Source: an optimization exercise on an open RTL-to-GDS flow (aim: small area). Production flows keep margins and buffers that such runs may drop. Function was checked by simulation only, so behaviour that the tests miss may differ from the original. No activity file was given, so power comes from the tool's default toggle rates.

## run 1
Design ALUUnit, start of the top module:
module ALUUnit(clock, ALUOp, funct, a, b, result, zero, carryOut);
	input clock;
	input [1:0] ALUOp;
	input [5:0] funct;
	input [31:0] a, b;
	output reg [31:0] result;
	output zero;
	output reg carryOut;
	wire [2:0] operation;
	wire [31:0] aluResult;
	wire aluZero, aluCarry;
	reg [31:0] resultQ;
	reg carryQ;
	ALUControl ctl(operation, ALUOp, funct);
	ALU32Bit alu(aluZero, aluCarry, aluResult, a, b, operation);
	always @(posedge clock)
	begin
		resultQ <= aluResult;
		if (operation == 3'd2 || operation == 3'd6)
			carryQ <= aluCarry;
		result <= resultQ;
		carryOut <= carryQ;
	end
	assign zero = ~|result;
endmodule
Size in the first run: about 320 cells after synthesis, ~66 flip-flops, roughly 110 I/O pins.
Settings: LEC_CHECK=0, CAP_MARGIN=20, CORE_MARGIN=2, CORE_UTILIZATION=40, PLACE_DENSITY=0.75, SLEW_MARGIN=20; clock period 5.0 ns.
standard.sh (not shown) runs the stock make flow with config.mk's settings and CLKGATE_MAP_FILE= SYNTH_SCRIPT=/design/flow/synth_recipe.tcl, a recipe that flattens the netlist after the stock synthesis.
==> flow/flow/run.sh <==
#!/bin/bash
# Standard ORFS layout with three changes: synthesis maps the logic with
# an area-oriented ABC script (flow/synth.abc) in place of ORFS's speed
# script (the registers come out as in the standard synthesis), the port
# buffers use the smallest buffer, and CTS builds its tree from clkbuf_4
# without dummy loads.
set -euo pipefail
export BUFFER_PORTS_ARGS="-buffer_cell sky130_fd_sc_hd__buf_1"
export CTS_ARGS="-sink_clustering_enable -repair_clock_nets -dont_use_dummy_load -buf_list sky130_fd_sc_hd__clkbuf_4"
export MY_ABC_SCRIPT=$PWD/flow/synth.abc
# synth_recipe.tcl with ORFS's ABC script swapped for flow/synth.abc
{
  head -n 1 synth_recipe.tcl
  cat flow/abc_override.tcl
  tail -n +2 synth_recipe.tcl
} > my_synth.tcl
sed -e "s#$PWD/synth_recipe.tcl#$PWD/my_synth.tcl#g" standard.sh > my_standard.sh
grep -q my_synth.tcl my_standard.sh
bash my_standard.sh finish > standard_flow.log 2>&1
==> flow/flow/abc_override.tcl <==
proc abc {args} {
  set i [lsearch -exact $args -script]
  if { $i >= 0 } { lset args [expr {$i + 1}] $::env(MY_ABC_SCRIPT) }
  yosys abc {*}$args
}
==> flow/flow/synth.abc <==
&get -n
&st
&dch
&nf -R 1000 -p -E 100
&put
The final layout from run 1, which completed every stage, passed the timing, DRC and antenna checks at the end of the flow.
Relative to run 1, the following input files were edited for run 2:
- a change of CORE_UTILIZATION from 40 to 65
- a deleted PLACE_DENSITY that had been 0.75
==> flow/flow/synth.abc <==
&get -n
&st
&dch
&nf -R 1000 -p
&put
==> comparison <==
The core of run 2 is more densely filled than that of run 1. Against run 1, run 2 comes in about 6% lower on post-detailed-routing wire length. Final worst-path cycle share (higher): run 1. Side by side, number of stages on the worst setup path turned out lower in run 2 than in run 1. Cmp run 1 and run 2 / power / higher: run 1. Termination of the worst setup path: resultQ[31] -> run 1, carryQ -> run 2. Taking run 1 as the reference, in run 2 share of total power consumed by net switching shows a reduction of 0.28 points, placeable core region shows a reduction of 39%. Status | run 1 and run 2 | clean.
--- input diff run 2..run 3 ---
- CORE_UTILIZATION now 40, was 65
==> flow/flow/synth.abc <==
&get -n
&st
&dch
&nf -R 5 -p -E 100
&put
Results
Setup slack for run 3 is higher than for run 2. Run 3: HPWL reported at the end of detailed placement higher than run 2. Run 3 against run 2; number of cells produced by synthesis is down by a few percent. Run 3 has completed all stages; timing, DRC and antenna checks passed. Between run 3 and run 2, it is run 3 whose net count of the mapped netlist is lower, by about 4.3%. Non-clock buffer instance count of the final layout: run 3 vs run 2 down 2.
Here is what was changed in the inputs of run 4 compared with run 3.
==> flow/flow/synth.abc <==
&get -n
&st
&dch
&nf -R 1000 -p -E 100
&put
[summary]
The final reports for run 4 and run 3 show final period utilization higher in the former.
Delta (run 4 minus run 3): relative contribution of sequential cells to total power stayed essentially flat, power consumption went up.
Looking only at buffer and inverter count on the worst path, and setting everything else aside, the lower value of run 3 and run 4 goes to run 3.
In the flow results for run 3 and run 4, the proportion of cell area occupied by multi-input gates is smaller on run 4.
In run 4 the total stage count of the critical path turned out 4 higher than in run 3.

* * *

The RTL this note starts from:
==> flow/design.v <==
module ALUControl(operation, ALUOp, ff);
	input [1:0] ALUOp;
	input [5:0] ff;
	output [2:0] operation;
	assign operation[0] = ALUOp[1] & (ff[0] | ff[3]);
	assign operation[1] = ~ALUOp[1] | ~ff[2];
	assign operation[2] = (ALUOp[1] & ff[1]) | ALUOp[0];
endmodule
module ALU32Bit(zero, carryOut, result, a, b, op);
	input [31:0] a, b;
	input [2:0] op;
	output [31:0] result;
	output zero, carryOut;
	wire sub = op[2];
	wire [31:0] bx = b ^ {32{sub}};
	wire [31:0] g = a & bx;
	wire [31:0] p = a ^ bx;
	wire G0_0 = g[0] | (p[0] & sub);
	wire G1_1 = g[1] | (p[1] & G0_0);
	wire G1_3 = g[3] | (p[3] & g[2]);
	wire P1_3 = p[3] & p[2];
	wire G1_5 = g[5] | (p[5] & g[4]);
	wire P1_5 = p[5] & p[4];
	wire G1_7 = g[7] | (p[7] & g[6]);
	wire P1_7 = p[7] & p[6];
	wire G1_9 = g[9] | (p[9] & g[8]);
	wire P1_9 = p[9] & p[8];
	wire G1_11 = g[11] | (p[11] & g[10]);
	wire P1_11 = p[11] & p[10];
	wire G1_13 = g[13] | (p[13] & g[12]);
	wire P1_13 = p[13] & p[12];
	wire G1_15 = g[15] | (p[15] & g[14]);
	wire P1_15 = p[15] & p[14];
	wire G1_17 = g[17] | (p[17] & g[16]);
	wire P1_17 = p[17] & p[16];
	wire G1_19 = g[19] | (p[19] & g[18]);
	wire P1_19 = p[19] & p[18];
	wire G1_21 = g[21] | (p[21] & g[20]);
	wire P1_21 = p[21] & p[20];
	wire G1_23 = g[23] | (p[23] & g[22]);
	wire P1_23 = p[23] & p[22];
	wire G1_25 = g[25] | (p[25] & g[24]);
	wire P1_25 = p[25] & p[24];
	wire G1_27 = g[27] | (p[27] & g[26]);
	wire P1_27 = p[27] & p[26];
	wire G1_29 = g[29] | (p[29] & g[28]);
	wire P1_29 = p[29] & p[28];
	wire G1_31 = g[31] | (p[31] & g[30]);
	wire P1_31 = p[31] & p[30];
	wire G2_3 = G1_3 | (P1_3 & G1_1);
	wire G2_7 = G1_7 | (P1_7 & G1_5);
	wire P2_7 = P1_7 & P1_5;
	wire G2_11 = G1_11 | (P1_11 & G1_9);
	wire P2_11 = P1_11 & P1_9;
	wire G2_15 = G1_15 | (P1_15 & G1_13);
	wire P2_15 = P1_15 & P1_13;
	wire G2_19 = G1_19 | (P1_19 & G1_17);
	wire P2_19 = P1_19 & P1_17;
	wire G2_23 = G1_23 | (P1_23 & G1_21);
	wire P2_23 = P1_23 & P1_21;
	wire G2_27 = G1_27 | (P1_27 & G1_25);
	wire P2_27 = P1_27 & P1_25;
	wire G2_31 = G1_31 | (P1_31 & G1_29);
	wire P2_31 = P1_31 & P1_29;
	wire G3_7 = G2_7 | (P2_7 & G2_3);
	wire G3_15 = G2_15 | (P2_15 & G2_11);
	wire P3_15 = P2_15 & P2_11;
	wire G3_23 = G2_23 | (P2_23 & G2_19);
	wire P3_23 = P2_23 & P2_19;
	wire G3_31 = G2_31 | (P2_31 & G2_27);
	wire P3_31 = P2_31 & P2_27;
	wire G4_15 = G3_15 | (P3_15 & G3_7);
	wire G4_31 = G3_31 | (P3_31 & G3_23);
	wire P4_31 = P3_31 & P3_23;
	wire G5_31 = G4_31 | (P4_31 & G4_15);
	wire G6_23 = G3_23 | (P3_23 & G4_15);
	wire G7_11 = G2_11 | (P2_11 & G3_7);
	wire G7_19 = G2_19 | (P2_19 & G4_15);
	wire G7_27 = G2_27 | (P2_27 & G6_23);
	wire G8_5 = G1_5 | (P1_5 & G2_3);
	wire G8_9 = G1_9 | (P1_9 & G3_7);
	wire G8_13 = G1_13 | (P1_13 & G7_11);
	wire G8_17 = G1_17 | (P1_17 & G4_15);
	wire G8_21 = G1_21 | (P1_21 & G7_19);
	wire G8_25 = G1_25 | (P1_25 & G6_23);
	wire G8_29 = G1_29 | (P1_29 & G7_27);
	wire G9_2 = g[2] | (p[2] & G1_1);
	wire G9_4 = g[4] | (p[4] & G2_3);
	wire G9_6 = g[6] | (p[6] & G8_5);
	wire G9_8 = g[8] | (p[8] & G3_7);
	wire G9_10 = g[10] | (p[10] & G8_9);
	wire G9_12 = g[12] | (p[12] & G7_11);
	wire G9_14 = g[14] | (p[14] & G8_13);
	wire G9_16 = g[16] | (p[16] & G4_15);
	wire G9_18 = g[18] | (p[18] & G8_17);
	wire G9_20 = g[20] | (p[20] & G7_19);
	wire G9_22 = g[22] | (p[22] & G8_21);
	wire G9_24 = g[24] | (p[24] & G6_23);
	wire G9_26 = g[26] | (p[26] & G8_25);
	wire G9_28 = g[28] | (p[28] & G7_27);
	wire G9_30 = g[30] | (p[30] & G8_29);
	wire [32:0] c;
	assign c[0] = sub;
	assign c[1] = G0_0;
	assign c[2] = G1_1;
	assign c[3] = G9_2;
	assign c[4] = G2_3;
	assign c[5] = G9_4;
	assign c[6] = G8_5;
	assign c[7] = G9_6;
	assign c[8] = G3_7;
	assign c[9] = G9_8;
	assign c[10] = G8_9;
	assign c[11] = G9_10;
	assign c[12] = G7_11;
	assign c[13] = G9_12;
	assign c[14] = G8_13;
	assign c[15] = G9_14;
	assign c[16] = G4_15;
	assign c[17] = G9_16;
	assign c[18] = G8_17;
	assign c[19] = G9_18;
	assign c[20] = G7_19;
	assign c[21] = G9_20;
	assign c[22] = G8_21;
	assign c[23] = G9_22;
	assign c[24] = G6_23;
	assign c[25] = G9_24;
	assign c[26] = G8_25;
	assign c[27] = G9_26;
	assign c[28] = G7_27;
	assign c[29] = G9_28;
	assign c[30] = G8_29;
	assign c[31] = G9_30;
	assign c[32] = G5_31;
	wire [31:0] s = p ^ c[31:0];
	wire cout = c[32];
	wire logic_op = ~op[1] & ~op[2];
	wire arith = op[1] & ~op[0];
	wire slt = op[2] & op[1] & op[0];
	wire ep = arith | (logic_op & op[0]);
	assign result = (({32{ep}} & p) ^ (({32{arith}} & c[31:0]) | ({32{logic_op}} & g)))
		| {31'b0, slt & ~cout};
	assign carryOut = arith & (cout ^ sub);
	assign zero = ~|result;
endmodule
module ALUUnit(clock, ALUOp, funct, a, b, result, zero, carryOut);
	input clock;
	input [1:0] ALUOp;
	input [5:0] funct;
	input [31:0] a, b;
	output reg [31:0] result;
	output zero;
	output reg carryOut;
	wire [2:0] operation;
	wire [31:0] aluResult;
	wire aluZero, aluCarry;
	reg [31:0] resultQ;
	reg carryQ;
	ALUControl ctl(operation, ALUOp, funct);
	ALU32Bit alu(aluZero, aluCarry, aluResult, a, b, operation);
	always @(posedge clock)
	begin
		resultQ <= aluResult;
		if (operation == 3'd2 || operation == 3'd6)
			carryQ <= aluCarry;
		result <= resultQ;
		carryOut <= carryQ;
	end
	assign zero = ~|result;
endmodule
export LEC_CHECK = 0
export CAP_MARGIN = 0
export CORE_MARGIN = 2
export CORE_UTILIZATION = 40
export SLEW_MARGIN = 0
create_clock -name core_clock -period 5.0 [get_ports {clock}]
==> flow/flow/synth.abc <==
&get -n
&st
&dch
&nf -R 1000 -p -E 100
&put
Scripts as last shown in full above: flow/flow/run.sh, flow/flow/abc_override.tcl
==> next run, changes <==
CAP_MARGIN = 20   (was 0)
CORE_UTILIZATION = 55   (was 40)
PLACE_DENSITY_LB_ADDON = 0.2   (was default)
SLEW_MARGIN = 20   (was 0)
Final cell count goes down by 5.2%.
Sequential power hardly moves.
Total power goes up by 0.95%.
Cell area goes down by 0.39%.
Wire length goes up by about 1.8%.
Worst setup slack improved by 260 ps.
Synthesized cell count is unchanged.
Critical path depth goes up by 1.
Global-route usage goes up by 7.0 points.
Clock power goes up by about 2%.
==> next run, changes <==
CORE_UTILIZATION = 40   (was 55)
GPL_TIMING_DRIVEN = 0   (was default)
PLACE_DENSITY_LB_ADDON = default   (was 0.2)
=> Worst hold slack stays flat; setup slack degrades by 100 ps; first-iteration DRC count went down by a little under a tenth; die area grows by a quarter to a third; wire length goes up slightly; maximum frequency fell by a few percent.
==> next run, changes <==
==> flow/flow/synth.abc (replaced) <==
&get -n
&st
&dch
&nf -R 1000 -p
&put
GPL_TIMING_DRIVEN = default   (was 0)
What happened:
- The changed run ran to the end with no violations
- synthesized area grows by about 1.6%
- via count grows by about 2%
- setup slack is better by 310 ps
- first-iteration DRC count shrinks by about 60%
- final cell count grows by 3.9%

[port drivers added, routing unchanged]
In the flow no input, the clock included, has a driving cell. The finished layouts below were timed again as built, in two steps.
Step 1 assumes that a clkbuf_16 drives the clock port and a buf_2 every other input.
Step 2 moves the port delays by t, midway between the first and last clock arrival at a register: inputs arrive t later, outputs are due t later. That takes back most of the time a late clock gives input paths.
a / b / c = ideal / step 1 / step 2; a / b = the first two.
run | t (ns) | setup slack, ns | worst setup path after step 2 | worst register clock-pin slew, ns | worst data-port slew with drivers (ns)
run 1 | 0.417 | 0.343 / 0.348 / -0.069 | input to register | 0.11 / 0.11 | 0.04
run 2 | 0.420 | 0.496 / 0.501 / 0.081 | input to register | 0.09 / 0.09 | 0.04
run 3 | 0.409 | 0.880 / 0.887 / 0.478 | input to register | 0.10 / 0.10 | 0.04
run 4 | 0.390 | 0.221 / 0.227 / -0.163 | input to register | 0.10 / 0.10 | 0.04
the first run of note 2 | 0.389 | 0.213 / 0.219 / -0.169 | input to register | 0.10 / 0.10 | 0.04
the second run of note 2 | 0.411 | 0.475 / 0.473 / 0.062 | input to register | 0.10 / 0.10 | 0.04
the third run of note 2 | 0.392 | 0.375 / 0.380 / -0.012 | input to register | 0.11 / 0.11 | 0.03
the fourth run of note 2 | 0.396 | 0.681 / 0.688 / 0.291 | input to register | 0.10 / 0.10 | 0.03
Met with ideal ports but missed after step 2: setup timing in run 1, run 4, the first run of note 2 and the third run of note 2. For run 2, which loses most, drivers alone change the setup slack by +0.005 ns; drivers and shift together by -0.415 ns.
